What follows belongs to an exercise in optimizing a design on an open flow for small area; a production flow would make more cautious choices.
Function was checked by simulation only, so behaviour that the tests miss may differ from the original.
Power is estimated from default activity; no workload was simulated.

==> design/flow/design.v <==
`timescale 1ns / 10ps
module uart_fifo
  #
  (
   parameter WRITE_DATA_WIDTH = 11
   )
  (
   input wire                         clk,
   input wire                         rst,    
   input wire                         wr_en,
   input wire [WRITE_DATA_WIDTH-1:0]  din,
   output wire                        full,
   output wire [4:0]                  wr_data_count,
   input wire                         rd_en,
   output wire [WRITE_DATA_WIDTH-1:0] dout,
   output wire                        empty
   );
  localparam W = WRITE_DATA_WIDTH;
  logic [W-1:0] mem [0:15];
  logic [4:0]   count;
  wire do_wr = wr_en & ~full;
  wire do_rd = rd_en & ~empty;
  always @(posedge clk) begin
    if (do_wr) begin
      mem[1] <= din;
      for (int i = 2; i < 16; i++) mem[i] <= mem[i-1];
      mem[0] <= mem[15];
    end
    if (rst)
      count <= '0;
    else
      count <= count + {4'b0, do_wr} - {4'b0, do_rd};
  end
  assign full          = count[4];
  assign empty         = (count == '0);
  assign wr_data_count = count;
  logic [15:0] sel;
  logic [W-1:0] mm;
  always @* begin
    for (int i = 0; i < 16; i++) sel[i] = (count == 5'(i == 0 ? 16 : i));
    mm = '0;
    for (int i = 0; i < 16; i++) mm = mm | ({W{sel[i]}} & mem[i]);
  end
  assign dout = mm;
endmodule
module uart_txfifo
  #
  (
   parameter WRITE_DATA_WIDTH = 8
   )
  (
   input wire                         clk,
   input wire                         rst,    
   input wire                         pre_wr,
   input wire [WRITE_DATA_WIDTH-1:0]  din,
   input wire                         wr_en,
   output wire                        full,
   input wire                         rd_en,
   output wire [WRITE_DATA_WIDTH-1:0] dout,
   output wire                        empty
   );
  localparam W = WRITE_DATA_WIDTH;
  logic [W-1:0] mem [0:15];
  logic [4:0]   count;
  logic [4:0]   count_next;
  wire do_wr = wr_en & ~full;
  wire do_rd = rd_en & ~empty;
  always @* begin
    if (rst)
      count_next = '0;
    else
      count_next = count + {4'b0, do_wr} - {4'b0, do_rd};
  end
  always @(posedge clk) begin
    if (pre_wr & ~count_next[4]) begin
      mem[1] <= din;
      for (int i = 2; i < 16; i++) mem[i] <= mem[i-1];
      mem[0] <= mem[15];
    end
    count <= count_next;
  end
  assign full  = count[4];
  assign empty = (count == '0);
  logic [15:0] sel;
  logic [W-1:0] mm;
  always @* begin
    for (int i = 0; i < 16; i++)
      sel[i] = ~empty & (do_wr ? (count == 5'(i == 0 ? 15 : i - 1))
                               : (count == 5'(i == 0 ? 16 : i)));
    mm = '0;
    for (int i = 0; i < 16; i++) mm = mm | ({W{sel[i]}} & mem[i]);
  end
  assign dout = mm;
endmodule
`timescale 1ns / 10ps
module uart_cpu
  (
   input               sys_clk,  
   input               sys_rstn,  
   input               baud_en,  
   output logic        cpu_int,  
   input wire          reg_awvalid,
   output logic        reg_awready,
   input wire [2:0]    reg_awaddr,
   input wire          reg_wvalid,
   output logic        reg_wready,
   input wire [7:0]    reg_wdata,
   input wire          reg_bready,
   output logic        reg_bvalid,
   output logic [1:0]  reg_bresp,
   input wire          reg_arvalid,
   output logic        reg_arready,
   input wire [2:0]    reg_araddr,
   input wire          reg_rready,
   output logic        reg_rvalid,
   output logic [7:0]  reg_rdata,
   output logic [1:0]  reg_rresp,
   output logic [15:0] baud_terminal_count,  
   output logic [2:0]  parity,  
   output logic        force_rts,  
   output logic        autoflow,  
   output logic        loopback,  
   output logic        baud_reset,  
   input               rx_fifo_push,  
   input [7:0]         rx_fifo_din,  
   input               rx_break_det,  
   input               rx_parity_err,  
   input               rx_frame_err,  
   output              rx_fifo_full,  
   input               tx_fifo_pop,  
   input               tx_shift_empty,  
   output              tx_data_avail,  
   output [7:0]        tx_fifo_dout,  
   input               uart_cts  
   );
  typedef enum         bit [2:0]
                       {
                        REG_IDLE,
                        REG_W4ADDR,
                        REG_W4DATA,
                        REG_BRESP,
                        REG_W4RDREADY
                        } reg_cs_t;
  (* mark_debug = "true" *) reg_cs_t reg_cs;
  localparam
    RBR_THR    = 4'h0,  
    IER_IER    = 4'h1,  
    IIR_FCR0   = 4'h2,  
    LCR0       = 4'h3,  
    MCR0       = 4'h4,  
    LSR0       = 4'h5,  
    MSR0       = 4'h6,  
    SCR0       = 4'h7,  
    DLL        = 4'h8,  
    DLM        = 4'h9,  
    IIR_FCR1   = 4'hA,  
    LCR1       = 4'hB,  
    MCR1       = 4'hC,  
    LSR1       = 4'hD,  
    MSR1       = 4'hE,  
    SCR1       = 4'hF;  
  localparam AXI4_OKAY              = 2'b00;
  localparam AXI4_SLVERR            = 2'b10;
  logic [2:0]          reg_addr;
  logic                reg_we;
  logic [7:0]          reg_din;
  logic                dlab;                
  logic                break_en;            
  logic                fifo_enable;         
  logic                reset_rx_fifo;       
  logic                reset_tx_fifo;       
  logic [7:0]          scratch_reg;         
  logic                cts_change;          
  logic                cts_last;            
  (* mark_debug = "true" *) wire [7:0]           rx_fifo_out;         
  (* mark_debug = "true" *) logic                rx_fifo_pop;         
  (* mark_debug = "true" *) wire                 rx_fifo_empty;       
  (* mark_debug = "true" *) wire                 rx_data_avail;       
  logic [3:0]          rx_fifo_count;       
  logic [2:0]          rx_thresh;           
  logic                en_rx_data_avail;    
  logic                en_tx_fifo_empty;   
  logic                en_rx_status_change;
  logic                en_msr_change;
  wire                 tx_fifo_empty;
  logic                rx_status_change;
  logic                msr_change;
  logic                thr_empty, tx_shift_empty_d;
  logic [2:0]          int_status;     
  wire                 char_timeout = 0;  
  wire                 frame_err;      
  logic                tx_fifo_push;   
  wire                 break_det;      
  logic                overrun_error;  
  wire                 parity_err;
  wire                 rx_fifo_error;
  always @(posedge sys_clk) begin
    rx_fifo_pop   <= '0;
    reg_we        <= '0;
    reg_bvalid    <= '0;
    baud_reset    <= '0;
    reg_rresp     <= AXI4_OKAY;  
    cts_last <= uart_cts;
    if (baud_en & (cts_last ^ uart_cts)) cts_change <= 1'b1;
    case (reg_cs)
      REG_IDLE: begin
        reg_arready <= '1;
        reg_awready <= '1;
        reg_wready  <= '1;
        reg_rvalid  <= '0;
        if (reg_arvalid) begin
          reg_rvalid  <= '1;
          if (~reg_rready) begin
            reg_arready <= '0;
            reg_cs      <= REG_W4RDREADY;
          end
          case ({dlab, reg_araddr})
            RBR_THR: begin
              reg_rdata     <=  rx_fifo_out[7:0];
              rx_fifo_pop   <= ~rx_fifo_empty;
              if (~reg_rready) begin
                reg_arready <= '0;
                reg_cs      <= REG_W4RDREADY;
              end
            end
            IER_IER: begin
              reg_rdata <= {4'h0,  
                            en_rx_data_avail,
                            en_tx_fifo_empty,
                            en_rx_status_change,
                            en_msr_change};
            end
            IIR_FCR0, IIR_FCR1: begin
              reg_rdata[7:6] <= {2{fifo_enable}};
              reg_rdata[5:4] <= 2'b00;
              reg_rdata[3:0] <= {int_status, cpu_int};
            end
            LCR0, LCR1: begin
              reg_rdata <= {dlab,      
                            break_en,  
                            parity,   
                            1'b0,      
                            2'h0};     
            end  
            MCR0, MCR1: begin
              reg_rdata <= {2'b0,        
                            autoflow,    
                            loopback,    
                            2'b0,        
                            force_rts,   
                            1'b0};       
            end
            LSR0, LSR1: begin
              reg_rdata <= {rx_fifo_error & ~rx_fifo_empty,  
                            tx_shift_empty,   
                            tx_fifo_empty,  
                            break_det & ~rx_fifo_empty,  
                            frame_err & ~rx_fifo_empty,  
                            parity_err & ~rx_fifo_empty,  
                            overrun_error,  
                            ~rx_fifo_empty};    
            end
            MSR0, MSR1: begin
              cts_change <= '0;
              reg_rdata <= {3'h0,         
                            uart_cts,     
                            3'h0,
                            cts_change};  
            end
            SCR0, SCR1: reg_rdata <= scratch_reg;  
            DLL: begin
              reg_rdata  <= baud_terminal_count[7:0];
              baud_reset <= '1;
            end
            DLM: begin
              reg_rdata  <= baud_terminal_count[15:8];
              baud_reset <= '1;
            end
            default: begin
              reg_rdata <= '0;  
              reg_rresp <= AXI4_SLVERR;  
            end
          endcase  
        end else begin  
          case ({reg_awvalid, reg_wvalid})
            2'b11: begin
              reg_addr    <= reg_awaddr;
              reg_we      <= '1;
              reg_din     <= reg_wdata;
              if (reg_bready) begin
                reg_awready <= '1;
                reg_wready  <= '1;
                reg_bvalid  <= '1;
              end else begin
                reg_awready <= '0;
                reg_wready  <= '0;
                reg_cs      <= REG_BRESP;
              end
            end
            2'b10: begin
              reg_awready <= '0;
              reg_addr    <= reg_awaddr;
              reg_cs      <= REG_W4DATA;
            end
            2'b01: begin
              reg_wready <= '0;
              reg_din    <= reg_wdata;
              reg_cs     <= REG_W4ADDR;
            end
          endcase  
        end  
      end  
      REG_W4DATA: begin
        reg_we      <= '1;
        reg_din     <= reg_wdata;
        if (reg_bready) begin
          reg_awready <= '1;
          reg_wready  <= '1;
          reg_bvalid  <= '1;
          reg_cs      <= REG_IDLE;
        end else begin
          reg_awready <= '0;
          reg_wready  <= '0;
          reg_cs      <= REG_BRESP;
        end
      end
      REG_W4ADDR: begin
        reg_addr    <= reg_awaddr;
        reg_we      <= '1;
        if (reg_bready) begin
          reg_awready <= '1;
          reg_wready  <= '1;
          reg_bvalid  <= '1;
          reg_cs      <= REG_IDLE;
        end else begin
          reg_awready <= '0;
          reg_wready  <= '0;
          reg_cs      <= REG_BRESP;
        end
      end
      REG_BRESP: begin
        if (reg_bready) begin
          reg_awready <= '1;
          reg_wready  <= '1;
          reg_bvalid  <= '1;
          reg_cs      <= REG_IDLE;
        end else begin
          reg_awready <= '0;
          reg_wready  <= '0;
          reg_cs      <= REG_BRESP;
        end
      end
      REG_W4RDREADY: begin
        if (reg_rready) begin
          reg_arready <= '1;
          reg_cs      <= REG_IDLE;
        end
      end
    endcase  
    if (~sys_rstn) begin
      rx_fifo_pop         <= '0;
      reg_cs              <= REG_IDLE;
      cts_change          <= 1'b0;
      cts_last            <= 1'b0;
    end
  end  
  always @(posedge sys_clk) begin
    tx_fifo_push  <= '0;
    reset_rx_fifo <= '0;
    reset_tx_fifo <= '0;
    reg_bresp     <= AXI4_OKAY;  
    if (rx_fifo_push & ~rx_fifo_pop & rx_fifo_full) overrun_error <= 1'b1;
    else if (~rx_fifo_full) overrun_error <= 1'b0;
    if (en_rx_status_change && (overrun_error ||
                                parity_err & ~rx_fifo_empty ||
                                break_det & ~rx_fifo_empty ||
                                frame_err & ~rx_fifo_empty))
      {int_status, cpu_int} <= 4'b0110;
    else if (en_rx_data_avail && rx_data_avail)
      {int_status, cpu_int} <= 4'b0100;
    else if (char_timeout)
      {int_status, cpu_int} <= 4'b1100;
    else if (en_tx_fifo_empty && thr_empty)
      {int_status, cpu_int} <= 4'b0010;
    else if (en_msr_change && cts_change)
      {int_status, cpu_int} <= 4'b0000;
    else
      cpu_int <= 1'b1;
    tx_shift_empty_d <= tx_shift_empty;
    if (tx_shift_empty & ~tx_shift_empty_d && tx_fifo_empty) thr_empty <= 1'b1;
    if (reg_we) begin
      case ({dlab, reg_addr})
        RBR_THR: begin
          thr_empty <= 1'b0;
          tx_fifo_push      <= '1;
        end
        IER_IER: begin
          {en_rx_data_avail,
           en_tx_fifo_empty,
           en_rx_status_change,
           en_msr_change} <= reg_din[3:0];
        end
        IIR_FCR0, IIR_FCR1: begin
          fifo_enable   <= reg_din[0];
          if (reg_din[1]) begin
            reset_rx_fifo <= '1;
          end
          if (reg_din[2]) begin
            reset_tx_fifo <= '1;
          end
          case (reg_din[7:6])
            2'h0: rx_thresh <= 4'h1;
            2'h1: rx_thresh <= 4'h2;
            2'h2: rx_thresh <= 4'h4;
            2'h3: rx_thresh <= 4'h7;
          endcase  
        end  
        LCR0, LCR1: begin
          dlab     <= reg_din[7];  
          break_en <= reg_din[6];  
          parity   <= reg_din[5:3];   
        end  
        MCR0, MCR1: begin
          autoflow  <= reg_din[5];  
          loopback  <= reg_din[4];  
          force_rts <= reg_din[1];  
        end
        SCR0, SCR1: scratch_reg <= reg_din;  
        DLL:        baud_terminal_count[7:0]  <= reg_din;
        DLM:        baud_terminal_count[15:8] <= reg_din;
        default:    reg_bresp  <= AXI4_SLVERR;  
      endcase  
    end  
    if (reg_cs == REG_IDLE && reg_arvalid &&
        ({dlab, reg_araddr} == IIR_FCR0 || {dlab, reg_araddr} == IIR_FCR1))
      thr_empty <= 1'b0;
    if (~sys_rstn) begin
      thr_empty           <= 1'b0;
      dlab                <= 1'b0;
      break_en            <= 1'b0;
      parity              <= 3'h0;
      autoflow            <= 1'b0;
      loopback            <= 1'b0;
      force_rts           <= 1'b0;
      fifo_enable         <= 1'b1;
      reset_rx_fifo       <= 1'b0;
      reset_tx_fifo       <= 1'b0;
      rx_thresh           <= '0;  
      en_rx_data_avail    <= 1'b0;
      en_tx_fifo_empty    <= 1'b0;
      en_rx_status_change <= 1'b0;
      en_msr_change       <= 1'b0;
      tx_fifo_push        <= 1'b0;
      overrun_error       <= 1'b0;
      baud_terminal_count <= 16'd247;  
      int_status          <= 3'h0;
      cpu_int             <= 1'b1;
      scratch_reg         <= 8'h0;
    end  
  end  
  logic [4:0] wr_data_count;
  wire        data_avail;
  wire        tx_fifo_full;
  assign data_avail = wr_data_count > rx_thresh;
  assign rx_data_avail = data_avail;
  uart_fifo
    #
    (
     .WRITE_DATA_WIDTH (10)
     )
  u_rx
    (
     .rst              (reset_rx_fifo | ~sys_rstn),
     .clk              (sys_clk),
     .wr_en            (rx_fifo_push),
     .din              ({rx_parity_err,
                         rx_frame_err,
                         rx_fifo_din}),
     .full             (rx_fifo_full),
     .wr_data_count    (wr_data_count),
     .rd_en            (rx_fifo_pop),
     .dout             ({parity_err,
                         frame_err,
                         rx_fifo_out}),
     .empty            (rx_fifo_empty)
     );
  assign break_det = 1'b0;  
  assign rx_fifo_error = break_det | parity_err | frame_err;
  wire        thr_we = reg_we & ({dlab, reg_addr} == RBR_THR);
  uart_txfifo
    #
    (
     .WRITE_DATA_WIDTH (8)
     )
  u_tx
    (
     .clk              (sys_clk),
     .rst              (reset_tx_fifo | ~sys_rstn),
     .pre_wr           (thr_we),
     .din              (reg_din),
     .wr_en            (tx_fifo_push),
     .full             (tx_fifo_full),
     .rd_en            (tx_fifo_pop),
     .dout             (tx_fifo_dout),
     .empty            (tx_fifo_empty)
     );
  assign tx_data_avail = ~tx_fifo_empty;
endmodule  
`timescale 1ns / 10ps
module uart
  (
   input wire         sys_clk,  
   input wire         sys_rstn,  
   output logic       cpu_int,  
   input wire         reg_awvalid,
   output logic       reg_awready,
   input wire [2:0]   reg_awaddr,
   input wire         reg_wvalid,
   output logic       reg_wready,
   input wire [7:0]   reg_wdata,
   input wire         reg_bready,
   output logic       reg_bvalid,
   output logic [1:0] reg_bresp,
   input wire         reg_arvalid,
   output logic       reg_arready,
   input wire [2:0]   reg_araddr,
   input wire         reg_rready,
   output logic       reg_rvalid,
   output logic [7:0] reg_rdata,
   output logic [1:0] reg_rresp,
   input              uart_ctsn,  
   input              uart_rx,  
   output             uart_rtsn,  
   output             uart_tx    
   );
  typedef enum bit [1:0]
               {
                TX_IDLE       = 2'h0,
                TX_START      = 2'h1,
                TX_WAIT       = 2'h2,
                TX_TX         = 2'h3} tx_t;
  typedef enum bit [1:0]
               {
                RX_IDLE       = 2'h0,
                RX_START      = 2'h1,
                RX_SHIFT      = 2'h2,
                RX_PUSH       = 2'h3} rx_t;
  (* mark_debug = "true" *)rx_t                 rx_sm;
  tx_t                 tx_sm;
  logic [17:0]         tx_clken_count; 
  (* mark_debug = "true" *)logic [17:0]         rx_clken_count; 
  logic                tx_baudclk_en;  
  (* mark_debug = "true" *)logic                rx_baudclk_en;  
  logic [2:0]          tx_clk_cnt;     
  logic [3:0]          tx_data_cnt;    
  (* mark_debug = "true" *)logic [2:0]          rx_clk_cnt;     
  (* mark_debug = "true" *)logic [4:0]          rx_data_cnt;    
  (* mark_debug = "true" *)logic [6:0]          rx_data_shift;  
  wire                 tx_data_avail;  
  logic                tx_fifo_pop;    
  logic [10:0]         tx_shift;       
  (* mark_debug = "true" *)logic [10:0]         rx_shift;       
  wire [7:0]           tx_fifo_dout;   
  wire [2:0]           parity;         
  wire                 force_rts;     
  wire                 autoflow;       
  wire                 loopback;       
  logic                tx_rtsn;        
  logic [2:0]          din_shift;      
  wire                 rx_fifo_full;   
  (* mark_debug = "true" *) logic [6:0]          uart_rxd;       
  logic                rx_parity_err;  
  logic                rx_frame_err;   
  (* mark_debug = "true" *) logic                rx_fifo_push;   
  wire [7:0]           rx_fifo_din;    
  logic                vote_bit;       
  logic                voted;          
  (* mark_debug = "true" *)wire [15:0]          baud_terminal_count;
  wire                 baud_reset;     
  logic                tx_shift_empty; 
  logic                enable_tx;      
  wire                 int_rx;
  (* mark_debug = "true" *)logic                rx_baud_reset;  
  wire                 tx_ctsn;        
  always @(posedge sys_clk) begin
    tx_baudclk_en <= '0;
    rx_baudclk_en <= '0;
    if (tx_clken_count == {1'b0, baud_terminal_count[15:1]}) begin
      tx_baudclk_en <= '1;
      tx_clken_count <= '0;
    end else
      tx_clken_count <= tx_clken_count + 1'b1;
    if (rx_clken_count == {2'b0,baud_terminal_count[15:2]}) begin
      rx_baudclk_en <= '1;
      rx_clken_count <= rx_clken_count + 1'b1;
    end else if (rx_clken_count == {1'b0, baud_terminal_count[15:1]}) begin
      rx_clken_count <= 16'h0;
    end else
      rx_clken_count <= rx_clken_count + 1'b1;
    if (~sys_rstn | baud_reset) begin
      tx_clken_count <= '0;
      tx_baudclk_en  <= '0;
    end
    if (~sys_rstn | baud_reset | rx_baud_reset) begin
      rx_clken_count <= '0;
      rx_baudclk_en  <= '0;
    end
  end  
  uart_cpu u_cpu
    (
     .sys_clk             (sys_clk),
     .sys_rstn            (sys_rstn),
     .baud_en             (tx_baudclk_en),
     .cpu_int             (cpu_int),
     .reg_awvalid         (reg_awvalid),
     .reg_awready         (reg_awready),
     .reg_awaddr          (reg_awaddr),
     .reg_wvalid          (reg_wvalid),
     .reg_wready          (reg_wready),
     .reg_wdata           (reg_wdata),
     .reg_bready          (reg_bready),
     .reg_bvalid          (reg_bvalid),
     .reg_bresp           (reg_bresp),
     .reg_arvalid         (reg_arvalid),
     .reg_arready         (reg_arready),
     .reg_araddr          (reg_araddr),
     .reg_rready          (reg_rready),
     .reg_rvalid          (reg_rvalid),
     .reg_rdata           (reg_rdata),
     .reg_rresp           (reg_rresp),
     .baud_terminal_count (baud_terminal_count),
     .baud_reset          (baud_reset),
     .rx_break_det        ('0),  
     .parity              (parity),
     .force_rts           (force_rts),
     .autoflow            (autoflow),
     .loopback            (loopback),
     .rx_fifo_push        (rx_fifo_push),
     .rx_fifo_din         (rx_fifo_din),
     .rx_parity_err       (rx_parity_err),
     .rx_frame_err        (rx_frame_err),
     .rx_fifo_full        (rx_fifo_full),
     .tx_fifo_pop         (tx_fifo_pop),
     .tx_shift_empty      (tx_shift_empty),
     .tx_data_avail       (tx_data_avail),
     .tx_fifo_dout        (tx_fifo_dout),
     .uart_cts            (uart_ctsn)  
     );
  assign uart_rtsn = autoflow ? rx_fifo_full : !force_rts;
  assign rx_fifo_din = rx_shift[8:1];
  assign tx_ctsn = loopback ? uart_rtsn : uart_ctsn;  
  assign int_rx  = loopback ? uart_tx : uart_rx;
  assign uart_tx = enable_tx ? tx_shift[0] : '1;
  always @* begin
    case (rx_data_shift[4:2])
      3'b000: vote_bit = '0;
      3'b001: vote_bit = '0;
      3'b010: vote_bit = '0;
      3'b011: vote_bit = '1;
      3'b100: vote_bit = '0;
      3'b101: vote_bit = '1;
      3'b110: vote_bit = '1;
      3'b111: vote_bit = '1;
    endcase  
  end  
  always @(posedge sys_clk) begin
    enable_tx   <= '0;
    tx_fifo_pop <= '0;
    case (tx_sm)
      TX_IDLE: begin
        tx_shift_empty <= '1;
        tx_rtsn <= '1;  
        if (tx_data_avail) begin
          tx_sm       <= TX_START;
          tx_fifo_pop <= '1;
        end
      end
      TX_START: begin
        tx_shift_empty <= '0;
        casex (parity)
          3'bxx0: tx_shift <= {2'b11,tx_fifo_dout,1'b0};  
          3'b001: tx_shift <= {1'b1, ~^tx_fifo_dout,
                               tx_fifo_dout,1'b0};  
          3'b011: tx_shift <= {1'b1,  ^tx_fifo_dout,
                               tx_fifo_dout,1'b0};  
          3'b101: tx_shift <= {2'b11,tx_fifo_dout,1'b0};  
          3'b111: tx_shift <= {2'b10,tx_fifo_dout,1'b0};  
        endcase  
        tx_clk_cnt  <= '0;
        tx_data_cnt <= '0;
        tx_rtsn     <= '0;
        tx_sm       <= TX_WAIT;
      end  
      TX_WAIT: begin
        if (tx_baudclk_en && !tx_ctsn) begin
          enable_tx <= '1;
          tx_sm <= TX_TX;
        end
      end
      TX_TX: begin
        enable_tx <= '1;
        if (tx_baudclk_en) begin
          tx_clk_cnt <= tx_clk_cnt + 1'b1;  
          if (tx_clk_cnt == 6) begin
            tx_clk_cnt  <= 3'b0;
            if (( parity[0] && (tx_data_cnt != 10)) ||
                (~parity[0] && (tx_data_cnt != 9))) begin
              tx_data_cnt <= tx_data_cnt + 1'b1;
              tx_shift    <= tx_shift >> 1;
            end else begin
              tx_data_cnt <= 4'b0;
              tx_sm       <= TX_IDLE;
            end
          end  
        end  
      end  
    endcase  
    uart_rxd <= (uart_rxd << 1) | int_rx;  
    rx_fifo_push <= '0;
    rx_baud_reset <= '0;
    case (rx_sm)
      RX_IDLE: begin
        rx_clk_cnt  <= '0;
        rx_data_cnt <= '0;
        if (uart_rxd == 7'b1000000) begin
          rx_baud_reset <= '1;
          rx_data_shift <= (rx_data_shift << 1) | '0;
          rx_sm         <= RX_START;
        end
      end
      RX_START: begin
        if (rx_baudclk_en) begin
          rx_data_shift <= (rx_data_shift << 1) | uart_rxd[6];
          rx_clk_cnt    <= rx_clk_cnt + 1'b1;
          if (rx_clk_cnt == 4) begin
            voted <= ~(&rx_data_shift[4:2] | ~|rx_data_shift[4:2]);
            rx_shift[rx_data_cnt] <= vote_bit;
            if (~vote_bit) begin
              rx_data_cnt <= rx_data_cnt + 1'b1;
              rx_sm <= RX_SHIFT;
            end else begin
              rx_sm <= RX_IDLE;
            end
          end
        end
      end  
      RX_SHIFT: begin
        if (( parity[0] && (rx_data_cnt == 11)) ||
            (~parity[0] && (rx_data_cnt == 10))) begin
          rx_data_shift <= (rx_data_shift << 1) | uart_rxd[6];
          rx_clk_cnt    <= rx_clk_cnt + 1'b1;
          rx_data_cnt   <= 4'b0;
          rx_sm         <= RX_PUSH;
        end
        if (rx_baudclk_en) begin
          rx_data_shift <= (rx_data_shift << 1) | uart_rxd[6];
          rx_clk_cnt    <= rx_clk_cnt + 1'b1;
          if (rx_clk_cnt == 4) begin
            voted <= ~(&rx_data_shift[4:2] | ~|rx_data_shift[4:2]);
            rx_shift[rx_data_cnt] <= vote_bit;
            if (( parity[0] && (rx_data_cnt != 11)) ||
                (~parity[0] && (rx_data_cnt != 10))) begin
              rx_data_cnt <= rx_data_cnt + 1'b1;
            end else begin
              rx_data_cnt <= 4'b0;
              rx_sm       <= RX_PUSH;
            end
          end else if (rx_clk_cnt == 6) begin
            rx_clk_cnt  <= 3'b0;
          end  
        end
      end  
      RX_PUSH: begin
        rx_fifo_push <= '1;
        rx_sm        <= RX_IDLE;
      end  
    endcase  
    if (~parity[0])
      rx_frame_err <= ~rx_shift[9];
    else
      rx_frame_err <= ~rx_shift[10];
    casex (parity)
      3'bxx0: rx_parity_err <= '0;  
      3'b001: rx_parity_err <= ~^rx_shift[9:1];  
      3'b011: rx_parity_err <=  ^rx_shift[9:1];  
      3'b101: rx_parity_err <= ~^rx_shift[9:1];  
      3'b111: rx_parity_err <= ~^rx_shift[9:1];  
    endcase  
    if (~sys_rstn) begin
      tx_sm        <= TX_IDLE;
      rx_sm        <= RX_IDLE;
      tx_fifo_pop  <= '0;
      enable_tx    <= '0;
      rx_fifo_push <= '0;
      rx_baud_reset<= '0;
      rx_shift     <= '0;
    end
  end
endmodule  
==> design/flow/flow/run.sh <==
#!/bin/bash
# Own layout flow: the standard flow, with two changes.
#  1. After the standard synthesis, the combinational logic is mapped again for
#     area by flow/resynth.tcl (the flip-flops are kept: same instances, names
#     and cells). The new netlist replaces 1_2_yosys.v and the flow goes on.
#  2. The clock tree is built from fewer, larger clusters, without dummy loads.
set -euo pipefail
WORK=$(pwd)
R=$WORK/orfs/results/$FLOW_PLATFORM/uart/base
YOSYS=$(command -v yosys || echo "$FLOW_HOME/../tools/install/yosys/bin/yosys")
LIB=$FLOW_HOME/platforms/$FLOW_PLATFORM/lib/sky130_fd_sc_hd__tt_025C_1v80.lib

export CTS_ARGS="-sink_clustering_enable -repair_clock_nets -dont_use_dummy_load -buf_list sky130_fd_sc_hd__clkbuf_16 -sink_clustering_size 32 -sink_clustering_max_diameter 80"

bash standard.sh synth > standard_synth.log 2>&1

cp "$R/1_2_yosys.v" "$WORK/1_2_yosys_standard.v"
RS_LIB=$LIB RS_IN=$WORK/1_2_yosys_standard.v RS_TOP=$FLOW_TOP \
  RS_STAT_BEFORE=$WORK/resynth_stat_before.txt RS_STAT_AFTER=$WORK/resynth_stat_after.txt \
  RS_SCRIPT=$WORK/flow/area.script RS_OUT=$WORK/1_2_yosys_resynth.v \
  "$YOSYS" -c "$WORK/flow/resynth.tcl" > resynth.log 2>&1
cp "$WORK/1_2_yosys_resynth.v" "$R/1_2_yosys.v"
touch "$R/1_2_yosys.v"

bash standard.sh finish > standard_finish.log 2>&1
==> design/flow/flow/area.script <==
strash
dc2
&get -n
&deepsyn -T 60
&put
dc2
dch -f
amap
strash
dch -f
amap
==> design/flow/flow/resynth.tcl <==
# Re-map the combinational logic of the standard synthesis netlist for area.
# The flip-flops are kept as they are (same instances, names and cells).
yosys -import
set lib $::env(RS_LIB)
read_liberty -ignore_miss_func $lib
blackbox sky130_fd_sc_hd__*df* sky130_fd_sc_hd__*dl* sky130_fd_sc_hd__conb*
read_verilog $::env(RS_IN)
hierarchy -top $::env(RS_TOP)
tee -o $::env(RS_STAT_BEFORE) stat -liberty $lib
flatten
opt_clean
abc -script $::env(RS_SCRIPT) -liberty $lib -dont_use sky130_fd_sc_hd__lpflow_* -dont_use sky130_fd_sc_hd__probe*
opt_clean -purge
hilomap -singleton -hicell sky130_fd_sc_hd__conb_1 HI -locell sky130_fd_sc_hd__conb_1 LO
splitnets
opt_clean -purge
tee -o $::env(RS_STAT_AFTER) stat -liberty $lib
write_verilog -noattr -noexpr -nohex -nodec $::env(RS_OUT)
==> design/flow/standard.sh <==
#!/bin/bash
# synth_recipe.tcl (not shown) runs the flow's synth.tcl, then flattens the netlist and writes it again
# the make line also repeats each setting of config.mk as NAME=value (left out here)
make -C /OpenROAD-flow-scripts/flow DESIGN_CONFIG=/design/flow/config.mk WORK_HOME=/design/flow/orfs CLKGATE_MAP_FILE= SYNTH_SCRIPT=/design/flow/synth_recipe.tcl "${@:-finish}"
==> design/flow/config.mk <==
export PLATFORM = sky130hd
export DESIGN_NAME = uart
export DESIGN_NICKNAME = uart
export VERILOG_FILES = /design/flow/design.v
export SDC_FILE = /design/flow/constraint.sdc
export NUM_CORES = 4
export LEC_CHECK = 0
export CAP_MARGIN = 0
export CORE_MARGIN = 2
export CORE_UTILIZATION = 55
export SLEW_MARGIN = 0
==> design/flow/constraint.sdc <==
create_clock -name core_clock -period 10.0 [get_ports {sys_clk}]
set_input_delay 2.0000 -clock core_clock [delete_from_list [all_inputs] [get_ports {sys_clk}]]
set_output_delay 2.0000 -clock core_clock [all_outputs]
set_load 0.01 [all_outputs]
==> results of run 1 <==
## critical path, delay by kind of cell (launching register included)
| kind | cells | cell delay (ns) |
|---|---|---|
| compound gates | 11 | 2.90 |
| flops | 1 | 0.43 |
| buf+inv | 2 | 0.65 |
| simple gates | 3 | 0.27 |
## routing by layer
metal  up-vias  share of wire, %  track usage, %
li1       5716                 -               -
met1      5891                42            37.0
met2       498                47            42.5
met3        70               8.7            4.73
met4         0               2.3            6.58
met5         -                 0               0
## layout by cell type (no fill, tap or decap), drive strengths merged, types with 3 or more instances in the layout
cell	instances
nor3b	6
dfxtp	135
buf	28
nand4	13
a211oi	36
o22a	6
nor2b	11
nand4b	4
or2	5
a31oi	6
nor2	182
clkdlybuf4s50	39
a221oi	29
o2111ai	3
nor4	5
a2111oi	7
nand3	27
clkinv	135
nor3	40
a32oi	3
o32ai	4
o211ai	3
edfxtp	343
a221o	3
nand2	101
conb	3
o221ai	8
or3	16
o21a	4
a22oi	29
clkbuf	21
o22ai	53
a222oi	42
o21ai	47
a22o	16
and2	5
a41oi	3
a21oi	77
and3	4
## power by group
part | leakage, uW | switching (uW) | internal (uW)
clock network | 0.000259 | 579 | 379
registers | 0.00422 | 58.4 | 2220
logic | 0.00172 | 165 | 77.2
total | 0.00620 | 803 | 2680
## stage by stage
step	setup slack [ns]	util, %
2_1_floorplan	1.61	-
3_3_place_gp	5.37	59.5
3_5_place_dp	5.18	59.5
4_1_cts	5.39	61.1
5_1_grt	5.10	61.1
6_report	5.52	61.1
## how the worst min path moves through the flow
stage                start          end  slack (ns)  cells after the start
3_5_place_dp   uart_rxd[5]  uart_rxd[6]        0.34                      0
2_1_floorplan  uart_rxd[4]  uart_rxd[5]        0.32                      0
5_1_grt        uart_rxd[5]  uart_rxd[6]        0.36                      0
3_3_place_gp   uart_rxd[5]  uart_rxd[6]        0.33                      0
4_1_cts        uart_rxd[5]  uart_rxd[6]        0.36                      0
6_report       uart_rxd[5]  uart_rxd[6]        0.35                      0
## area by class of cell
cell class | instances | area (um2) | share of cell area, %
Clock buffer | 21 | 526 | 2.64
Sequential cell | 478 | 13000 | 65.4
Inverter | 136 | 515 | 2.59
Multi-Input combinational cell | 819 | 4700 | 23.6
Tap cell | 442 | 553 | 2.78
Timing Repair Buffer | 67 | 601 | 3.02
==> impl_table.tex, run 1 <==
\begin{tabular}{lr}
\hline
Metric & Value \\
\hline
\multicolumn{2}{l}{\textbf{Outcome}} \\
Status & finished clean \\
\multicolumn{2}{l}{\textbf{Clocking}} \\
Clock latency on the worst-skew pair & 0.56 ns \\
Clock tree from TritonCTS & yes \\
Clock H-tree levels & 1 \\
Max clock buf depth & 3 \\
Clock-pin slew on the worst setup and hold paths & between 0.1 and 0.15 ns \\
CTS Sinks & 478 \\
Number of buffers added for setup after CTS & 0 \\
Clock root cell & sky130\_fd\_sc\_hd\_\_clkbuf\_16 \\
Count of hold buffers inserted by post-cts repair & 0 \\
Resized cells post-CTS & 0 \\
Total clock buffers created by CTS & 21 \\
\multicolumn{2}{l}{\textbf{Route}} \\
Number of vias in the routed layout & $\sim$12k \\
First drt pass iteration count & 6 \\
Per-cell via count in the routed design & 6.20 \\
DRC violations left & 0 \\
Aggregate routed wire length & 45000 um \\
Detailed Route Iter0 Violations & 1195 \\
Wire length per cell & 22.9 um \\
ANT nets after route & 0 \\
\multicolumn{2}{l}{\textbf{Setup path}} \\
Slowest CP cell & sky130\_fd\_sc\_hd\_\_a32oi\_1 \\
Critical path endpoint & tx\_shift[9] \\
Worst path cell trace & clkinv\_1, a32oi\_1, clkinv\_1, a222oi\_1, o2111ai\_1, a221oi\_1, nor2\_1, a21oi\_1, nand2\_1, o21ai\_0, o21ai\_0, a21oi\_1, o21ai\_0, nor2\_1, a21oi\_1, o32a\_1 \\
Worst Reg-to-Reg Cells & 16 \\
Critical R2R Capture & tx\_shift[9] \\
Maximum fanout along the worst path & 7 \\
Setup slack on the worst flop-to-flop path & between 5 and 6 ns \\
CP Launch Type & flop \\
Kind of end point of the critical path & flop \\
Data arrival at the endpoint of the critical path & around 4.8 ns \\
Required time of the critical path & slightly above 10 ns \\
Delay of the slowest critical-path stage & roughly 0.8 ns \\
Launching element of the worst setup path & u\_cpu.u\_tx.count[4] \\
CP Class & flop to flop \\
Origin of the critical flop-to-flop path & u\_cpu.u\_tx.count[4] \\
\multicolumn{2}{l}{\textbf{Placed design}} \\
Area after detailed placement & about 19000 um2 \\
Cell Count Post-Placement & between 1.5k and 2k \\
HPWL after detailed placement & 30600 um \\
RD Place Congestion & 0.945 \\
Number of port buffers & 39 \\
\multicolumn{2}{l}{\textbf{Floorplan}} \\
I/O pin count & 43 \\
Die Area & 34600 um2 \\
Die Wd & 186 um \\
Effective utilization at floorplan & 55.9\% \\
Die H & $\sim$190 um \\
Number of standard-cell rows in the floorplan & 66 \\
Core Area & 32500 um2 \\
\multicolumn{2}{l}{\textbf{Timing}} \\
Final critical path time including I/O delays and setup & $\sim$4.5 ns \\
Part of the cycle the worst path needs & 44.8\% \\
RSZ-0062 raised after global routing & no \\
Slew at the pin closest to its max-slew limit & 1.18 ns \\
Final clock skew & about 0.043 ns \\
Final Max Slew Viols & 0 \\
Maximum achievable frequency & 223 MHz \\
Setup violations, final & 0 \\
Final count of hold timing violations & 0 \\
Final-layout worst hold slack & 0.352 ns \\
Max transition margin & 20.8\% \\
Total Neg Setup Slack & 0 ns \\
\multicolumn{2}{l}{\textbf{Finish}} \\
Layout overhead on the synthesized area & 9.34\% \\
Filler Cells Inserted & 2673 \\
Count of nets after finishing & roughly 1.5k \\
Largest register by flop count & u\_cpu.u\_rx.mem \\
Count of antenna diodes in the layout & 0 \\
Layout cells sized above 1 & between 3 and 4\% \\
Final standard cell count with taps included and fillers excluded & 1963 \\
Area of all placed cells without fillers & 19900 um2 \\
Number of flip-flops in the largest register & 160 \\
Leading registers by flop count & u\_cpu.u\_rx.mem: 160 flops, u\_cpu.u\_tx.mem: 128 flops \\
\multicolumn{2}{l}{\textbf{Synthesis}} \\
Area of the mapped netlist & 18200 um2 \\
Cells after synthesis & 1431 \\
Post-synthesis area per instance & 12.7 um2 \\
Yosys warning count & 6 \\
\multicolumn{2}{l}{\textbf{Global route}} \\
Antenna violations before repair & 1 \\
Total Routing Usage GR & 26.3\% \\
Wire length of the first global-routing pass & 68300 um \\
Pin count of the biggest net entering global routing & 92 \\
Vias in the first global route & 11.8k \\
Overflow left after global routing & 0 \\
\multicolumn{2}{l}{\textbf{Run}} \\
Number of max-capacitance violations reported & 0 \\
\multicolumn{2}{l}{\textbf{Power and ir drop}} \\
Worst vdd rail ir drop & 0.143 mV \\
Final total power & 3480 uW \\
Leak Pwr & just over 0.006 uW \\
Cell Pwr Density & 175 nW/um2 \\
\multicolumn{2}{l}{\textbf{Min path}} \\
Type of the most critical hold path & flop to flop \\
\hline
\end{tabular}
==> inputs of run 2 (changes only) <==
==> design/flow/flow/run.sh (replaced) <==
#!/bin/bash
# Own layout flow: the standard flow, with these changes.
#  1. After the standard synthesis, the combinational logic is mapped again for
#     area by flow/resynth.tcl (the flip-flops are kept: same instances, names
#     and cells), with four ABC scripts that differ only in the random seed;
#     the smallest result replaces 1_2_yosys.v and the flow goes on.
#  2. The clock tree is built from fewer, larger clusters, without dummy loads.

set -euo pipefail
WORK=$(pwd)
R=$WORK/orfs/results/$FLOW_PLATFORM/uart/base
YOSYS=$(command -v yosys || echo "$FLOW_HOME/../tools/install/yosys/bin/yosys")
LIB=$FLOW_HOME/platforms/$FLOW_PLATFORM/lib/sky130_fd_sc_hd__tt_025C_1v80.lib

export CTS_ARGS="-sink_clustering_enable -repair_clock_nets -dont_use_dummy_load -buf_list sky130_fd_sc_hd__clkbuf_16 -sink_clustering_size 30 -sink_clustering_max_diameter 75"

bash standard.sh synth > standard_synth.log 2>&1

cp "$R/1_2_yosys.v" "$WORK/1_2_yosys_standard.v"
for S in 0 1 2 3; do
  RS_LIB=$LIB RS_IN=$WORK/1_2_yosys_standard.v RS_TOP=$FLOW_TOP \
    RS_STAT_BEFORE=$WORK/resynth_stat_before.txt RS_STAT_AFTER=$WORK/resynth_stat_after$S.txt \
    RS_SCRIPT=$WORK/flow/area$S.script RS_OUT=$WORK/1_2_yosys_resynth$S.v \
    "$YOSYS" -c "$WORK/flow/resynth.tcl" > resynth$S.log 2>&1 &
done
wait
BEST=""; BESTA=""
for S in 0 1 2 3; do
  A=$(awk '/Chip area for module/ {print $NF}' "$WORK/resynth_stat_after$S.txt" | tail -n 1)
  echo "seed script $S: area $A" >> resynth_choice.log
  if [[ -n "$A" && -s "$WORK/1_2_yosys_resynth$S.v" ]]; then
    if [[ -z "$BESTA" ]] || awk "BEGIN{exit !($A < $BESTA)}"; then BEST=$S; BESTA=$A; fi
  fi
done
echo "chosen: $BEST ($BESTA)" >> resynth_choice.log
cp "$WORK/1_2_yosys_resynth$BEST.v" "$R/1_2_yosys.v"
touch "$R/1_2_yosys.v"

bash standard.sh finish > standard_finish.log 2>&1
==> design/flow/flow/area0.script (new file) <==
strash
dc2
&get -n
&deepsyn -T 60 -S 1
&put
dc2
dch -f
amap
strash
dch -f
amap
==> design/flow/flow/area1.script (new file) <==
strash
dc2
&get -n
&deepsyn -T 60 -S 18
&put
dc2
dch -f
amap
strash
dch -f
amap
==> design/flow/flow/area2.script (new file) <==
strash
dc2
&get -n
&deepsyn -T 60 -S 35
&put
dc2
dch -f
amap
strash
dch -f
amap
==> design/flow/flow/area3.script (new file) <==
strash
dc2
&get -n
&deepsyn -T 60 -S 52
&put
dc2
dch -f
amap
strash
dch -f
amap
removed: design/flow/flow/area.script
==> run 2 against run 1 <==
Sequential power barely moved. Cell count fell by 2.0%. Via count fell by 1.0%. Fmax fell by 13%. Routed wire length fell by 2.0%. Still clean on timing, DRC and antenna. Critical path depth fell by 7. Critical endpoint is now rx_clken_count[13]. Core utilization rose by 0.16 points. Sequential share of layout area barely moved. Setup slack got worse by 0.67 ns. Clock-buffer cell count rose by 7. Final area barely moved. Critical path type is now input port to flop. Synthesized cell count fell by 2.8%.
==> impl_table.tex, run 2 <==
\begin{tabular}{lr}
\hline
Metric & Value \\
\hline
\multicolumn{2}{l}{\textbf{Floorplan}} \\
Effective utilization at floorplan & 55.6\% \\
I/O pin count & 43 \\
Core Area & 32500 um2 \\
Number of standard-cell rows in the floorplan & 66 \\
Die Wd & 185 um \\
Die H & 185 um \\
Die Area & between 30000 and 40000 um2 \\
\multicolumn{2}{l}{\textbf{Finish}} \\
Layout cells sized above 1 & 3.64\% \\
Largest register by flop count & u\_cpu.u\_rx.mem \\
Number of flip-flops in the largest register & 160 \\
Count of antenna diodes in the layout & 0 \\
Top library cells by usage in the layout, fill and taps aside & sky130\_fd\_sc\_hd\_\_edfxtp\_1, sky130\_fd\_sc\_hd\_\_nor2\_1, sky130\_fd\_sc\_hd\_\_dfxtp\_1 \\
Layout overhead on the synthesized area & 10.2\% \\
Leading registers by flop count & u\_cpu.u\_rx.mem: 160 flops, u\_cpu.u\_tx.mem: 128 flops \\
Most frequent standard cell in the layout excluding fill and tap cells & sky130\_fd\_sc\_hd\_\_edfxtp\_1 \\
Count of nets after finishing & 1507 \\
Final cell utilization of the core & about three fifths \\
\multicolumn{2}{l}{\textbf{Setup path}} \\
Data arrival at the endpoint of the critical path & 5.59 ns \\
Critical R2R Capture & tx\_shift[9] \\
Worst path cell trace & clkdlybuf4s50\_1, buf\_4, clkinv\_1, or3\_1, nor4b\_1, nand4b\_1, a2111oi\_0, nor2\_1, a211oi\_1 \\
Slowest CP cell & sky130\_fd\_sc\_hd\_\_clkinv\_1 \\
Count of buffer and inverter cells on the critical path & 3 \\
CP Launch Type & input port \\
CP Class & input port to flop \\
Delay of the slowest critical-path stage & 0.65 ns \\
Setup slack on the worst flop-to-flop path & 5.49 ns \\
Origin of the critical flop-to-flop path & u\_cpu.u\_tx.count[4] \\
Category of cells accounting for the largest share of critical-path delay & simple AND/OR/NAND/NOR gates \\
Worst Reg-to-Reg Cells & 15 \\
Maximum fanout along the worst path & 28 \\
Required time of the critical path & 10.44 ns \\
Kind of end point of the critical path & flop \\
\multicolumn{2}{l}{\textbf{Timing}} \\
Final-layout worst hold slack & between 0.3 and 0.4 ns \\
Max transition margin & 19.4\% \\
Final Max Slew Viols & 0 \\
RSZ-0062 raised after global routing & no \\
Final critical path time including I/O delays and setup & 5.15 ns \\
Final clock skew & roughly 0.086 ns \\
Maximum achievable frequency & 194 MHz \\
Setup violations, final & 0 \\
Part of the cycle the worst path needs & 51.5\% \\
Total Neg Setup Slack & 0 ns \\
Slew at the pin closest to its max-slew limit & 1.18 ns \\
Final count of hold timing violations & 0 \\
\multicolumn{2}{l}{\textbf{Power and ir drop}} \\
Final total power & approximately 3600 uW \\
Cell Pwr Density & 178 nW/um2 \\
Leak Pwr & 0.00629 uW \\
Worst vdd rail ir drop & between 0.1 and 0.15 mV \\
\multicolumn{2}{l}{\textbf{Clocking}} \\
Clock tree from TritonCTS & yes \\
Clock root cell & sky130\_fd\_sc\_hd\_\_clkbuf\_16 \\
Max clock buf depth & 3 \\
Clock latency on the worst-skew pair & 0.60 ns \\
Number of buffers added for setup after CTS & 0 \\
CTS Sinks & roughly 480 \\
Clock-pin slew on the worst setup and hold paths & approximately 0.090 ns \\
Clock H-tree levels & 1 \\
Resized cells post-CTS & 0 \\
Count of hold buffers inserted by post-cts repair & 0 \\
Total clock buffers created by CTS & 28 \\
\multicolumn{2}{l}{\textbf{Min path}} \\
Type of the most critical hold path & flop to flop \\
Worst hold path stage count & 0 \\
Worst hold endpoint & uart\_rxd[5] \\
Startpoint of the most critical hold path & uart\_rxd[4] \\
\multicolumn{2}{l}{\textbf{Route}} \\
Wire length per cell & 22.9 um \\
Aggregate routed wire length & approximately 44000 um \\
Detailed Route Iter0 Violations & around 1.5k \\
First drt pass iteration count & 6 \\
DRC violations left & 0 \\
Number of vias in the routed layout & 12.0k \\
ANT nets after route & 0 \\
Per-cell via count in the routed design & 6.26 \\
\multicolumn{2}{l}{\textbf{Placed design}} \\
HPWL after detailed placement & between 30000 and 40000 um \\
Number of port buffers & 39 \\
RD Place Congestion & 0.936 \\
\multicolumn{2}{l}{\textbf{Global route}} \\
Wire length of the first global-routing pass & 66500 um \\
Total Routing Usage GR & 25.8\% \\
Overflow left after global routing & 0 \\
Antenna violations before repair & 0 \\
Pin count of the biggest net entering global routing & slightly above 90 \\
Vias in the first global route & roughly 11k \\
\multicolumn{2}{l}{\textbf{Run}} \\
Number of max-capacitance violations reported & 0 \\
\multicolumn{2}{l}{\textbf{Synthesis}} \\
Post-synthesis area per instance & 13.0 um2 \\
Yosys warning count & 6 \\
Cells after synthesis & 1391 \\
Area of the mapped netlist & 18100 um2 \\
\multicolumn{2}{l}{\textbf{Outcome}} \\
Status & finished clean \\
\hline
\end{tabular}
==> run 2: layer usage <==
layer | global-route usage (%) | up-vias | wire (um)
met5 | 0 | - | 0
met4 | 8.44 | 0 | 1520
met3 | 4.80 | 83 | 3780
met2 | 38.6 | 535 | 19400
met1 | 38.4 | 5792 | 19400
li1 | - | 5638 | -
==> run 2: cell type report <==
cell class | count | area, um2
clock buffer | 28 | 701
fill | 2548 | 12600
inverter | 131 | 497
tap | 442 | 553
timing repair buffer | 61 | 556
multi-input combinational | 784 | 4590
sequential | 478 | 13000
==> run 2: report_power, final <==
part / internal (uW) / switching [uW] / total (uW)
Combinational: 71.1 / 146 / 217
Sequential: 2200 / 49.9 / 2250
Clock: 495 / 588 / 1080
Total: 2770 / 784 / 3550
==> run 2: stage by stage <==
stage          setup WS, ns  area (um2)  std cells
6_report               4.85       19900       1924
5_1_grt                4.36       19900       1924
4_1_cts                4.86       19900       1924
3_5_place_dp           4.29       19200       1896
3_3_place_gp           4.34       19200       1896
2_1_floorplan          1.52       18100       1393
==> run 2: how the worst max path moves through the flow <==
stage                         from                    to  slack (ns)  cells past startpoint
after CTS                 sys_rstn    rx_clken_count[13]        4.86                      9
after global placement    sys_rstn  u_cpu.u_tx.mem[1][1]        4.34                      8
after global routing      sys_rstn     rx_clken_count[1]        4.36                      9
final                     sys_rstn    rx_clken_count[13]        4.85                      9
after floorplan           sys_rstn  u_cpu.u_tx.mem[0][0]        1.52                      4
after detailed placement  sys_rstn    rx_clken_count[17]        4.29                      9
==> inputs of run 3 (changes only) <==
--- a/design/flow/flow/run.sh
+++ b/design/flow/flow/run.sh
@@ -7,3 +7,3 @@
 #  2. The clock tree is built from fewer, larger clusters, without dummy loads.
-
+#  3. The port buffers are the smallest buffer cell.
 set -euo pipefail
@@ -15,2 +15,3 @@
 export CTS_ARGS="-sink_clustering_enable -repair_clock_nets -dont_use_dummy_load -buf_list sky130_fd_sc_hd__clkbuf_16 -sink_clustering_size 30 -sink_clustering_max_diameter 75"
+export BUFFER_PORTS_ARGS="-buffer_cell sky130_fd_sc_hd__buf_1"
 
==> run 3 against run 2 <==
Global-route usage rose by 0.089 points. Sequential power barely moved. Setup slack improved by 0.41 ns. Non-clock buffer count shrank 1. Hold slack better by 0.0054 ns. Synthesized area unchanged. Die area unchanged. Routed wire length barely moved. Critical path type unchanged.
==> impl_table.tex, run 3 <==
\begin{tabular}{lr}
\hline
Metric & Value \\
\hline
\multicolumn{2}{l}{\textbf{Finish}} \\
Layout overhead on the synthesized area & 8.64\% \\
Final cell utilization of the core & 60.4\% \\
Final standard cell count with taps included and fillers excluded & 1922 \\
Number of flip-flops in the largest register & 160 \\
Top library cells by usage in the layout, fill and taps aside & sky130\_fd\_sc\_hd\_\_edfxtp\_1, sky130\_fd\_sc\_hd\_\_nor2\_1, sky130\_fd\_sc\_hd\_\_dfxtp\_1 \\
Count of nets after finishing & 1505 \\
Count of antenna diodes in the layout & 0 \\
Area of all placed cells without fillers & 19600 um2 \\
Most frequent standard cell in the layout excluding fill and tap cells & sky130\_fd\_sc\_hd\_\_edfxtp\_1 \\
Largest register by flop count & u\_cpu.u\_rx.mem \\
Leading registers by flop count & u\_cpu.u\_rx.mem: 160 flops, u\_cpu.u\_tx.mem: 128 flops \\
Layout cells sized above 1 & 3.45\% \\
\multicolumn{2}{l}{\textbf{Setup path}} \\
Kind of end point of the critical path & flop \\
Origin of the critical flop-to-flop path & u\_cpu.u\_tx.count[4] \\
Critical R2R Capture & tx\_shift[9] \\
Maximum fanout along the worst path & 28 \\
Required time of the critical path & 10.46 ns \\
CP Class & input port to flop \\
CP Launch Type & input port \\
Data arrival at the endpoint of the critical path & 5.20 ns \\
Setup slack on the worst flop-to-flop path & $\sim$5.6 ns \\
Worst Reg-to-Reg Cells & 15 \\
\multicolumn{2}{l}{\textbf{Global route}} \\
Wire length of the first global-routing pass & around 67000 um \\
Overflow left after global routing & 0 \\
Pin count of the biggest net entering global routing & 88 \\
Vias in the first global route & 11.2k \\
Total Routing Usage GR & 25.9\% \\
Antenna violations before repair & 0 \\
\multicolumn{2}{l}{\textbf{Timing}} \\
Part of the cycle the worst path needs & around 47\% \\
Final count of hold timing violations & 0 \\
Final clock skew & 0.0548 ns \\
Slew at the pin closest to its max-slew limit & 1.21 ns \\
Final critical path time including I/O delays and setup & 4.74 ns \\
Maximum achievable frequency & 211 MHz \\
Setup violations, final & 0 \\
Max transition margin & 17.0\% \\
Total Neg Setup Slack & 0 ns \\
Final Max Slew Viols & 0 \\
RSZ-0062 raised after global routing & no \\
Final-layout worst hold slack & 0.356 ns \\
\multicolumn{2}{l}{\textbf{Min path}} \\
Startpoint of the most critical hold path & uart\_rxd[0] \\
Worst hold endpoint & uart\_rxd[1] \\
Type of the most critical hold path & flop to flop \\
Worst hold path stage count & 0 \\
\multicolumn{2}{l}{\textbf{Clocking}} \\
Number of buffers added for setup after CTS & 0 \\
Clock-pin slew on the worst setup and hold paths & 0.07 ns \\
Clock H-tree levels & 1 \\
Clock tree from TritonCTS & yes \\
Max clock buf depth & 3 \\
Resized cells post-CTS & 0 \\
CTS Sinks & 478 \\
Count of hold buffers inserted by post-cts repair & 0 \\
Clock latency on the worst-skew pair & 0.58 ns \\
Total clock buffers created by CTS & 27 \\
Clock root cell & sky130\_fd\_sc\_hd\_\_clkbuf\_16 \\
\multicolumn{2}{l}{\textbf{Floorplan}} \\
Die H & 185 um \\
I/O pin count & 43 \\
Die Area & 34300 um2 \\
Die Wd & 185 um \\
Number of standard-cell rows in the floorplan & 66 \\
Core Area & 32500 um2 \\
Effective utilization at floorplan & 55.6\% \\
\multicolumn{2}{l}{\textbf{Power and ir drop}} \\
Cell Pwr Density & 179 nW/um2 \\
Leak Pwr & 0.00616 uW \\
Worst vdd rail ir drop & 0.127 mV \\
\multicolumn{2}{l}{\textbf{Placed design}} \\
Area after detailed placement & between 15000 and 20000 um2 \\
RD Place Congestion & about 0.90 \\
Number of port buffers & 39 \\
HPWL after detailed placement & 30700 um \\
Cell Count Post-Placement & roughly 1.9k \\
\multicolumn{2}{l}{\textbf{Route}} \\
Aggregate routed wire length & between 40000 and 50000 um \\
First drt pass iteration count & 8 \\
Per-cell via count in the routed design & 6.19 \\
DRC violations left & 0 \\
ANT nets after route & 0 \\
Detailed Route Iter0 Violations & 1411 \\
Number of vias in the routed layout & 11.9k \\
Wire length per cell & approximately 23 um \\
\multicolumn{2}{l}{\textbf{Run}} \\
Number of max-capacitance violations reported & 0 \\
\multicolumn{2}{l}{\textbf{Synthesis}} \\
Post-synthesis area per instance & 13.0 um2 \\
Area of the mapped netlist & 18100 um2 \\
Cells after synthesis & $\sim$1.4k \\
Yosys warning count & 6 \\
\multicolumn{2}{l}{\textbf{Outcome}} \\
Status & finished clean \\
\hline
\end{tabular}
[run 3: area by class of cell]
type                    instances  area (um2)
flip-flops and latches        478       13000
fillers                      2598       12800
multi-input cells             784        4580
clock buffers                  27         676
well taps                     442         553
inverters                     131         497
repair buffers                 60         304
[run 3: worst max-delay path, cell delays in order]
cell                        delay, ns
sky130_fd_sc_hd__buf_1           0.07
sky130_fd_sc_hd__buf_4           0.30
sky130_fd_sc_hd__clkinv_1        0.63
sky130_fd_sc_hd__or3_1           0.60
sky130_fd_sc_hd__nor4b_1         0.31
sky130_fd_sc_hd__nand4b_1        0.13
sky130_fd_sc_hd__a2111oi_0       0.43
sky130_fd_sc_hd__nor2_1          0.40
sky130_fd_sc_hd__a211oi_1        0.30
[run 3: stage by stage]
stage / setup WS [ns] / power [uW]
after floorplan: 1.52 / 2410
after global routing: 4.86 / 3620
after global placement: 4.86 / 2490
after detailed placement: 4.72 / 2490
final: 5.26 / 3510
after CTS: 5.25 / 3530
[run 3: worst max path at each step]
stage	from	to	slack (ns)
after global placement	sys_rstn	rx_clken_count[17]	4.86
after floorplan	sys_rstn	u_cpu.u_tx.mem[0][0]	1.52
final	sys_rstn	rx_clken_count[9]	5.26
after global routing	sys_rstn	rx_clken_count[9]	4.86
after CTS	sys_rstn	rx_clken_count[13]	5.25
after detailed placement	sys_rstn	rx_clken_count[13]	4.72
[run 3: report_power, final]
group | internal [uW] | leakage [uW] | switching (uW)
sequential | 2200 | 0.00423 | 50.5
clock | 479 | 0.000333 | 585
combinational | 52.6 | 0.00160 | 147
[run 3: routing by layer]
layer | GRT usage, % | routed length, um | up-vias
met5 | 0 | 0 | -
met4 | 5.71 | 958 | 0
met3 | 3.62 | 3370 | 51
met2 | 41.1 | 20200 | 466
met1 | 38.3 | 19600 | 5757
li1 | - | - | 5629
==> inputs of run 4 (changes only) <==
--- a/design/flow/flow/run.sh
+++ b/design/flow/flow/run.sh
@@ -14,3 +14,3 @@
 
-export CTS_ARGS="-sink_clustering_enable -repair_clock_nets -dont_use_dummy_load -buf_list sky130_fd_sc_hd__clkbuf_16 -sink_clustering_size 30 -sink_clustering_max_diameter 75"
+export CTS_ARGS="-sink_clustering_enable -repair_clock_nets -dont_use_dummy_load -buf_list sky130_fd_sc_hd__clkbuf_16 -sink_clustering_size 28 -sink_clustering_max_diameter 60"
 export BUFFER_PORTS_ARGS="-buffer_cell sky130_fd_sc_hd__buf_1"
--- a/design/flow/config.mk
+++ b/design/flow/config.mk
@@ -9,3 +9,3 @@
 export CORE_MARGIN = 2
-export CORE_UTILIZATION = 55
+export CORE_UTILIZATION = 70
 export SLEW_MARGIN = 0
==> run 4 against run 3 <==
Now fails the layout checks on max-capacitance violations, max-slew violations. Clock-buffer cell count is 3 higher. Sequential share of layout area increased by 0.30 points. First-iteration DRC count is 69% higher. Sequential cell count stayed put. Largest power group unchanged. Routed wire length up 4.8%.
==> impl_table.tex, run 4 <==
\begin{tabular}{lr}
\hline
Metric & Value \\
\hline
\multicolumn{2}{l}{\textbf{Outcome}} \\
Status & finished with violations \\
Reasons for failing layout checks & max-capacitance violations, max-slew violations \\
\multicolumn{2}{l}{\textbf{Floorplan}} \\
Die Wd & $\sim$160 um \\
Core Area & 25300 um2 \\
Effective utilization at floorplan & 71.5\% \\
I/O pin count & 43 \\
Die H & between 150 and 200 um \\
Die Area & around 27000 um2 \\
Number of standard-cell rows in the floorplan & 58 \\
\multicolumn{2}{l}{\textbf{Timing}} \\
Setup violations, final & 0 \\
Max transition margin & -1.56\% \\
Final critical path time including I/O delays and setup & 4.69 ns \\
Total Neg Setup Slack & 0 ns \\
Slew at the pin closest to its max-slew limit & 1.48 ns \\
Final count of hold timing violations & 0 \\
RSZ-0062 raised after global routing & no \\
Final Max Slew Viols & 1 \\
Part of the cycle the worst path needs & a little under half \\
Final clock skew & 0.0478 ns \\
Maximum achievable frequency & 213 MHz \\
\multicolumn{2}{l}{\textbf{Synthesis}} \\
Post-synthesis area per instance & 13.0 um2 \\
Cells after synthesis & 1391 \\
Area of the mapped netlist & approximately 18000 um2 \\
Yosys warning count & 6 \\
\multicolumn{2}{l}{\textbf{Route}} \\
Detailed Route Iter0 Violations & 2380 \\
Post-Route M1 WL & about 17000 um \\
DRC violations left & 0 \\
Per-cell via count in the routed design & 7.02 \\
First drt pass iteration count & 8 \\
Number of vias in the routed layout & 12.7k \\
Routed wire length on met2 & 21700 um \\
ANT nets after route & 0 \\
Wire length per cell & 25.5 um \\
Highest routing layer actually used & met4 \\
Detail Route met3 WL & 6030 um \\
Aggregate routed wire length & 46200 um \\
\multicolumn{2}{l}{\textbf{Setup path}} \\
Worst Reg-to-Reg Cells & 15 \\
Count of buffer and inverter cells on the critical path & 5 \\
CP Launch Type & input port \\
Category of cells accounting for the largest share of critical-path delay & buffers and inverters \\
Kind of end point of the critical path & flop \\
CP Class & input port to flop \\
Critical R2R Capture & tx\_shift[9] \\
Worst path cell trace & buf\_1, buf\_4, clkinv\_1, or2\_0, nor3\_1, nor2\_4, buf\_4, buf\_4 \\
Setup slack on the worst flop-to-flop path & 5.40 ns \\
Data arrival at the endpoint of the critical path & 4.88 ns \\
Origin of the critical flop-to-flop path & u\_cpu.u\_tx.count[4] \\
Required time of the critical path & just over 10 ns \\
Maximum fanout along the worst path & a little under 80 \\
Slowest CP cell & sky130\_fd\_sc\_hd\_\_clkinv\_1 \\
Most Frequent Cell on Critical Path & sky130\_fd\_sc\_hd\_\_buf\_4 \\
Delay of the slowest critical-path stage & a little over 0.6 ns \\
\multicolumn{2}{l}{\textbf{Clocking}} \\
Resized cells post-CTS & 0 \\
Clock root cell & sky130\_fd\_sc\_hd\_\_clkbuf\_16 \\
Number of buffers added for setup after CTS & 0 \\
Count of hold buffers inserted by post-cts repair & 0 \\
Max clock buf depth & 3 \\
Clock latency on the worst-skew pair & 0.60 ns \\
Clock-pin slew on the worst setup and hold paths & 0.09 ns \\
CTS Sinks & around 480 \\
Total clock buffers created by CTS & 30 \\
Clock tree from TritonCTS & yes \\
Clock H-tree levels & 1 \\
\multicolumn{2}{l}{\textbf{Finish}} \\
Largest register by flop count & u\_cpu.u\_rx.mem \\
Layout cells sized above 1 & 3.45\% \\
Area of the multi-input gates & 4580 um2 \\
Count of antenna diodes in the layout & 0 \\
Layout overhead on the synthesized area & 8.16\% \\
Leading registers by flop count & u\_cpu.u\_rx.mem: 160 flops, u\_cpu.u\_tx.mem: 128 flops \\
Filler Cells Inserted & 1512 \\
Count of nets after finishing & 1505 \\
Most frequent standard cell in the layout excluding fill and tap cells & sky130\_fd\_sc\_hd\_\_edfxtp\_1 \\
Number of flip-flops in the largest register & between 150 and 200 \\
Sequential cell area & 13000 um2 \\
Top library cells by usage in the layout, fill and taps aside & sky130\_fd\_sc\_hd\_\_edfxtp\_1, sky130\_fd\_sc\_hd\_\_nor2\_1, sky130\_fd\_sc\_hd\_\_dfxtp\_1 \\
\multicolumn{2}{l}{\textbf{Power and ir drop}} \\
Cell Pwr Density & 184 nW/um2 \\
Leak Pwr & approximately 0.006 uW \\
Internal Power & 2780 uW \\
Final total power & 3590 uW \\
Sw Ratio & a little under a quarter \\
Worst vdd rail ir drop & $\sim$0.17 mV \\
Flop pwr share & 62.7\% \\
Switching pwr & between 800 and 900 uW \\
Combinational cell fraction of total power & under 10\% \\
Clock network power share & between 30\% and 40\% \\
\multicolumn{2}{l}{\textbf{Global route}} \\
Overflow left after global routing & 0 \\
Wire length of the first global-routing pass & 69200 um \\
Vias in the first global route & 12.0k \\
Total Routing Usage GR & 34.3\% \\
Antenna violations before repair & 0 \\
Pin count of the biggest net entering global routing & a little under 90 \\
\multicolumn{2}{l}{\textbf{Min path}} \\
Startpoint of the most critical hold path & uart\_rxd[0] \\
Worst hold path stage count & 0 \\
Type of the most critical hold path & flop to flop \\
Worst hold endpoint & uart\_rxd[1] \\
\multicolumn{2}{l}{\textbf{Placed design}} \\
RD Place Congestion & roughly 0.96 \\
HPWL after detailed placement & between 30000 and 40000 um \\
Number of port buffers & 39 \\
\multicolumn{2}{l}{\textbf{Run}} \\
Number of max-capacitance violations reported & 1 \\
\hline
\end{tabular}
run 4: worst max-delay path by stage:
stage | start | endpoint | slack, ns | depth (start not counted)
finish | sys_rstn | u_cpu.u_tx.mem[1][5] | 5.31 | 8
global route | u_cpu.u_tx.count[4] | tx_shift[9] | 4.99 | 15
CTS | sys_rstn | u_cpu.u_tx.mem[4][5] | 5.36 | 8
detailed placement | sys_rstn | u_cpu.u_tx.mem[1][0] | 4.76 | 8
global placement | sys_rstn | u_cpu.u_tx.mem[1][4] | 4.83 | 8
floorplan | sys_rstn | u_cpu.u_tx.mem[0][0] | 1.52 | 4
run 4: final cells by class:
cell class                      count  share of cell area [%]
Tap cell                          330                    2.11
Sequential cell                   478                    66.6
Clock buffer                       30                    3.84
Inverter                          131                    2.54
Multi-Input combinational cell    784                    23.5
Timing Repair Buffer               57                    1.44
run 4: per-layer routing:
layer,track usage [%],vias up
li1,-,5624
met1,47.0,5962
met2,54.8,968
met3,8.36,148
met4,11.5,0
met5,0,-
run 4: power groups by stage:
stage	registers, uW	logic (uW)	clock network (uW)
floorplan	2290	124	0
global placement	2290	190	0
detailed placement	2290	196	0
CTS	2250	197	1130
global route	2260	219	1190
finish	2250	200	1140
run 4: stage by stage:
step                utilization, %  instances  hold slack [ns]  setup WS (ns)  instance area (um2)
global route                  77.3       1810            0.362           4.99                19500
CTS                           77.3       1810            0.355           5.36                19500
floorplan                        -       1393            0.323           1.52                18100
finish                        77.3       1810            0.352           5.31                19500
global placement              74.3       1780            0.339           4.83                18800
detailed placement            74.3       1780            0.339           4.76                18800

-- afterwards: timing with drivers on the ports --
How much do the figures lean on ideal ports? The routed layouts below were timed once more, with nothing changed but the port constraints.
Step 1, drivers: a clkbuf_16 drives sys_clk and a buf_2 each remaining input, both assumed.
Step 2 moves the port delays by t, midway between the first and last clock arrival at a register: inputs arrive t later, outputs are due t later. That takes back most of the time a late clock gives input paths.
Three values: ideal ports, drivers, drivers and shift; two values: the first two.
run	t (ns)	slack for setup (ns)	hold WS [ns]	worst setup path at the end	cell pins on the clock port's net
run 1	0.587	5.520 / 5.520 / 5.088	0.352 / 0.352 / 0.352	input to register	1
run 2	0.609	4.850 / 4.877 / 4.267	0.350 / 0.350 / 0.350	input to register	1
run 3	0.603	5.263 / 5.288 / 4.685	0.356 / 0.356 / 0.356	input to register	1
run 4	0.617	5.309 / 5.331 / 4.714	0.352 / 0.352 / 0.352	input to register	1
The setup slack of run 4, which loses most, moves by +0.022 ns with the drivers and by -0.595 ns with both steps.
